This design comes from an exercise in tuning for small area, a short achievable clock period and few clock cycles per item on the open sky130 flow, not from production work. The RTL was checked by simulation tests, not by an equivalence proof against the original design. Power and IR drop assume default switching activity.

## dot_product
module dot_product #(
  parameter ADDR_WIDTH = 5,
  parameter WIDTH = 32
) (
  input clk,
  input rst,
  input [ADDR_WIDTH:0] len,
  input [WIDTH-1:0] a_data,
  input a_valid,
  output reg a_ready,
  input [WIDTH-1:0] b_data,
  input b_valid,
  output reg b_ready,
  output [WIDTH-1:0] c_data,
  output reg c_valid,
  input c_ready
);
reg [WIDTH-1:0] a_r;
reg a_full, b_full;
reg [ADDR_WIDTH:0] len_r;
reg [ADDR_WIDTH:0] n;
reg m_v, m_first, m_last;
reg [WIDTH-1:0] acc;
reg rst_d;
wire a_en = !a_full || b_full;
wire b_en = !b_full || a_full;
wire a_fire = a_valid && a_en;
wire b_fire = b_valid && b_en;
wire pair = a_full && b_full;
wire last = n == len_r - 1'b1;
wire a_full_nx = a_fire || (a_full && !pair);
wire b_full_nx = b_fire || (b_full && !pair);
assign c_data = acc;
always @(posedge clk) if (a_en || rst) a_r <= (a_valid && !rst) ? a_data : {WIDTH{1'b0}};
reg [15:0] b_one, b_two, b_neg;
wire [32:0] bx = {b_data, 1'b0};
wire [15:0] e_one, e_two, e_neg;
genvar gi;
generate for (gi = 0; gi < 16; gi = gi + 1) begin : benc
  assign e_one[gi] = bx[2*gi+1] ^ bx[2*gi];
  assign e_two[gi] = (bx[2*gi+2] & ~bx[2*gi+1] & ~bx[2*gi]) | (~bx[2*gi+2] & bx[2*gi+1] & bx[2*gi]);
  assign e_neg[gi] = bx[2*gi+2];
end endgenerate
always @(posedge clk) if (b_en || rst) begin
  b_one <= (b_valid && !rst) ? e_one : 16'd0;
  b_two <= (b_valid && !rst) ? e_two : 16'd0;
  b_neg <= e_neg;
end
wire pp0_0 = (b_one[0] & a_r[0]) ^ b_neg[0];
wire pp0_1 = ((b_one[0] & a_r[1]) | (b_two[0] & a_r[0])) ^ b_neg[0];
wire pp0_2 = ((b_one[0] & a_r[2]) | (b_two[0] & a_r[1])) ^ b_neg[0];
wire pp0_3 = ((b_one[0] & a_r[3]) | (b_two[0] & a_r[2])) ^ b_neg[0];
  ...
Size in the first run: about 2100 cells after synthesis, ~110 I/O pins, about 20000 µm² of cells after synthesis.
export LEC_CHECK = 0
export CAP_MARGIN = 5
export CORE_MARGIN = 2
export CORE_UTILIZATION = 40
export PLACE_DENSITY = 0.6
export SLEW_MARGIN = 5
create_clock -name core_clock -period 10.0 [get_ports {clk}]
standard.sh (not shown) runs the stock make flow with config.mk's settings and CLKGATE_MAP_FILE= SYNTH_SCRIPT=/design/flow/synth_recipe.tcl, a recipe that flattens the netlist after the stock synthesis.
==> flow/flow/run.sh <==
#!/bin/bash
# Own layout flow: the standard layout (standard synthesis, floorplan,
# placement, CTS, routing) run through standard.sh, with extra make settings
# read from flow/make_args.txt (one VAR=value per line). They set how hard
# timing repair works (a setup slack margin, so that repair keeps shortening
# the critical paths after the 10 ns clock is met) and which buffer cell
# buffers the ports. The design's clock and I/O constraints are unchanged.
# make's full output goes to flow_make.log here; each ORFS step also keeps
# its own log under orfs/logs/.
set -euo pipefail
cd "$(dirname "$0")/.."
args=()
while IFS= read -r line || [[ -n "$line" ]]; do
  [[ -z "$line" || "$line" == \#* ]] && continue
  args+=("$line")
done < flow/make_args.txt
bash standard.sh "${args[@]}" finish > flow_make.log 2>&1
==> flow/flow/make_args.txt <==
SETUP_SLACK_MARGIN=6.62
BUFFER_PORTS_ARGS=-buffer_cell sky130_fd_sc_hd__buf_2
The baseline went through all stages and came out clean.
Testbench counts at the start, summed over its fixed seeds: cycles 10,109, items 512.
==> next run, changes <==
==> flow/flow/make_args.txt (replaced) <==
SETUP_SLACK_MARGIN=6.6
BUFFER_PORTS_ARGS=-buffer_cell sky130_fd_sc_hd__buf_2
Settings changed: CAP_MARGIN 5 to 20, SLEW_MARGIN 5 to 20.
Core utilization went down by 0.26 points.
Setup slack gets better by 0.0072 ns.
Non-clock buffer count went down by 8.
Worst hold slack is about the same.
Die area does not change.
First-iteration DRC count does not change.
==> next run, changes <==
Settings changed: CAP_MARGIN 20 to 5, SLEW_MARGIN 20 to 5.
- The changed run went through all stages and came out clean
- hold slack barely changes
- final area barely changes
- global-route usage does not change
- register-to-register slack hardly moves
- via count fell by 0.43%
- first-iteration DRC count is about the same
- total power barely changes
- die area stays the same
- utilization is about the same
- cell count stays the same
==> next run, changes <==
--- a/flow/flow/make_args.txt
+++ b/flow/flow/make_args.txt
@@ -2,0 +3 @@
+DONT_USE_CELLS=sky130_fd_sc_hd__probe_p_8 sky130_fd_sc_hd__probec_p_8 sky130_fd_sc_hd__lpflow_bleeder_1 sky130_fd_sc_hd__lpflow_clkbufkapwr_1 sky130_fd_sc_hd__lpflow_clkbufkapwr_16 sky130_fd_sc_hd__lpflow_clkbufkapwr_2 sky130_fd_sc_hd__lpflow_clkbufkapwr_4 sky130_fd_sc_hd__lpflow_clkbufkapwr_8 sky130_fd_sc_hd__lpflow_clkinvkapwr_1 sky130_fd_sc_hd__lpflow_clkinvkapwr_16 sky130_fd_sc_hd__lpflow_clkinvkapwr_2 sky130_fd_sc_hd__lpflow_clkinvkapwr_4 sky130_fd_sc_hd__lpflow_clkinvkapwr_8 sky130_fd_sc_hd__lpflow_decapkapwr_12 sky130_fd_sc_hd__lpflow_decapkapwr_3 sky130_fd_sc_hd__lpflow_decapkapwr_4 sky130_fd_sc_hd__lpflow_decapkapwr_6 sky130_fd_sc_hd__lpflow_decapkapwr_8 sky130_fd_sc_hd__lpflow_inputiso0n_1 sky130_fd_sc_hd__lpflow_inputiso0p_1 sky130_fd_sc_hd__lpflow_inputiso1n_1 sky130_fd_sc_hd__lpflow_inputiso1p_1 sky130_fd_sc_hd__lpflow_inputisolatch_1 sky130_fd_sc_hd__lpflow_isobufsrc_1 sky130_fd_sc_hd__lpflow_isobufsrc_16 sky130_fd_sc_hd__lpflow_isobufsrc_2 sky130_fd_sc_hd__lpflow_isobufsrc_4 sky130_fd_sc_hd__lpflow_isobufsrc_8 sky130_fd_sc_hd__lpflow_isobufsrckapwr_16 sky130_fd_sc_hd__lpflow_lsbuf_lh_hl_isowell_tap_1 sky130_fd_sc_hd__lpflow_lsbuf_lh_hl_isowell_tap_2 sky130_fd_sc_hd__lpflow_lsbuf_lh_hl_isowell_tap_4 sky130_fd_sc_hd__lpflow_lsbuf_lh_isowell_4 sky130_fd_sc_hd__lpflow_lsbuf_lh_isowell_tap_1 sky130_fd_sc_hd__lpflow_lsbuf_lh_isowell_tap_2 sky130_fd_sc_hd__lpflow_lsbuf_lh_isowell_tap_4 sky130_fd_sc_hd__fa_1 sky130_fd_sc_hd__fa_2 sky130_fd_sc_hd__fa_4 sky130_fd_sc_hd__ha_1 sky130_fd_sc_hd__ha_2 sky130_fd_sc_hd__ha_4
Settings changed: CAP_MARGIN 5 to 20, SLEW_MARGIN 5 to 20.
Effect: First-iteration DRC count climbs by 24%. Core utilization climbs by 0.58 points. Die area climbs by 7.5%. Combinational power climbs by 15%. Final area climbs by 8.8%. Worst hold slack got worse by 0.011 ns.
==> next run, changes <==
==> flow/flow/make_args.txt (replaced) <==
SETUP_SLACK_MARGIN=6.6
BUFFER_PORTS_ARGS=-buffer_cell sky130_fd_sc_hd__buf_2
Settings changed: CAP_MARGIN 20 to 5, PLACE_DENSITY 0.6 to 0.65, SLEW_MARGIN 20 to 5.
=> The changed run ran to the end with no violations; via count came out lower by 14%; synthesized area came out lower by 7.1%; sequential cell count does not change; count of clock-buffer cells in the layout came out lower by 4; global-route usage came out lower by 0.80 points; non-clock buffer count came out lower by 15; total power came out lower by 9.8%; synthesized cell count came out lower by 16%; worst setup slack improves by 0.16 ns; clock power came out lower by about 0.9%.

* * *

wip/umber:
Starting RTL as in the previous note.
==> flow/config.mk <==
export PLATFORM = sky130hd
export DESIGN_NAME = dot_product
export DESIGN_NICKNAME = dot_product
export VERILOG_FILES = /design/flow/design.v
export SDC_FILE = /design/flow/constraint.sdc
export NUM_CORES = 4
export LEC_CHECK = 0
export CAP_MARGIN = 20
export CORE_MARGIN = 2
export CORE_UTILIZATION = 40
export PLACE_DENSITY = 0.6
export SLEW_MARGIN = 20
export TNS_END_PERCENT = 30
==> flow/constraint.sdc <==
create_clock -name core_clock -period 10.0 [get_ports {clk}]
set_input_delay 2.0000 -clock core_clock [delete_from_list [all_inputs] [get_ports {clk}]]
set_output_delay 2.0000 -clock core_clock [all_outputs]
set_load 0.01 [all_outputs]
==> flow/flow/make_args.txt <==
SETUP_SLACK_MARGIN=6.6
BUFFER_PORTS_ARGS=-buffer_cell sky130_fd_sc_hd__buf_2
Scripts as last shown in full above: flow/flow/run.sh
Testbench counts of wip/umber, summed over its fixed seeds: cycles 10,109, items 512.
diff inputs: wip/umber => wip/willow
Settings: removing TNS_END_PERCENT (formerly 30).
==> flow/flow/make_args.txt <==
SETUP_SLACK_MARGIN=6.75
BUFFER_PORTS_ARGS=-buffer_cell sky130_fd_sc_hd__buf_2
When wip/willow is set beside wip/umber, its number of non-clock buffers turns out to be about 25% larger.
[compare] base=wip/umber new=wip/willow: final worst hold slack barely changed, ratio of cells with drive above 1 in the final layout climbed 6.1 points, flip-flop and latch count barely changed, fraction of area in registers dropped 1.1 points, final standard cell area without fillers climbed about 5%.
wip/willow vs wip/umber, global routing usage summed across all routing layers went up by 0.41 points.
Looking at non-filler instance count after layout across wip/willow and wip/umber, the one that comes out lower is wip/umber.
Between wip/umber and wip/willow, the average via count per standard cell does not differ in any meaningful way.
Inputs modified between wip/willow and wip/raven:
Settings: changing SLEW_MARGIN from 20 to 5; changing CAP_MARGIN from 20 to 5; setting GPL_ROUTABILITY_DRIVEN to 0 for the first time.
==> flow/flow/make_args.txt <==
SETUP_SLACK_MARGIN=6.6
BUFFER_PORTS_ARGS=-buffer_cell sky130_fd_sc_hd__buf_2
[summary]
- wip/raven vs. wip/willow: clock-buffer cell count shows an increase of 5.6%, routed wire length per instance shows a reduction of about 1.4%, maximum vdd drop shows an increase of about 8%.
- Lower share of final layout cell area taken by clock buffers and inverters goes to wip/willow over wip/raven.
- Against wip/willow, wip/raven comes in 69 ps higher on final critical delay including setup and external delays.
- Re register share of total power: wip/raven is 0.8 points up on wip/willow.
- Net switching share of the total power, wip/raven and wip/willow: larger value in wip/raven
- The combinational share of power of wip/raven falls short of that of wip/willow by 1.6 points.
- Post-cts resize count for wip/raven: 50% down relative to wip/willow
- In wip/raven the critical path depth turned out 1 higher than in wip/willow.
- Est. power | wip/raven vs wip/willow | wip/raven lower

==> port drivers added, routing unchanged <==
How much do the figures lean on ideal ports? The routed layouts below were timed once more, with nothing changed but the port constraints.
Step 1 sets driving cells, clkbuf_16 on the clock port and buf_2 on the other inputs (assumed; they add their load-dependent delay and slew).
Step 2 times the ports against the registers' clock, not the clock port: input delays grow and output delays shrink by t, the midpoint of the rising clock arrivals with the driver on.
Slacks: ideal / step 1 / step 2; pairs: ideal / step 1.
run	t, ns	slack for setup (ns)	worst hold slack (ns)	worst setup path after step 2	latest minus earliest clock arrival (ns)
the first run of note 1	0.621	6.697 / 6.685 / 6.491	0.524 / 0.524 / 0.524	input to register	0.015 / 0.014
the second run of note 1	0.623	6.705 / 6.685 / 6.577	0.524 / 0.524 / 0.524	input to register	0.013 / 0.014
the third run of note 1	0.623	6.713 / 6.684 / 6.490	0.524 / 0.524 / 0.524	input to register	0.016 / 0.015
the fourth run of note 1	0.617	6.528 / 6.528 / 6.528	0.513 / 0.513 / 0.513	register to register	0.014 / 0.014
the fifth run of note 1	0.615	6.687 / 6.650 / 6.470	0.525 / 0.525 / 0.525	input to register	0.015 / 0.016
wip/umber	0.621	6.704 / 6.685 / 6.582	0.524 / 0.524 / 0.524	input to register	0.015 / 0.015
wip/willow	0.619	6.742 / 6.742 / 6.582	0.524 / 0.524 / 0.524	input to register	0.011 / 0.011
wip/raven	0.625	6.674 / 6.630 / 6.403	0.519 / 0.519 / 0.519	input to register	0.018 / 0.017
After both steps every run listed still meets setup and hold. The setup slack of wip/raven, which loses most, moves by -0.044 ns with the drivers and by -0.271 ns with both steps.
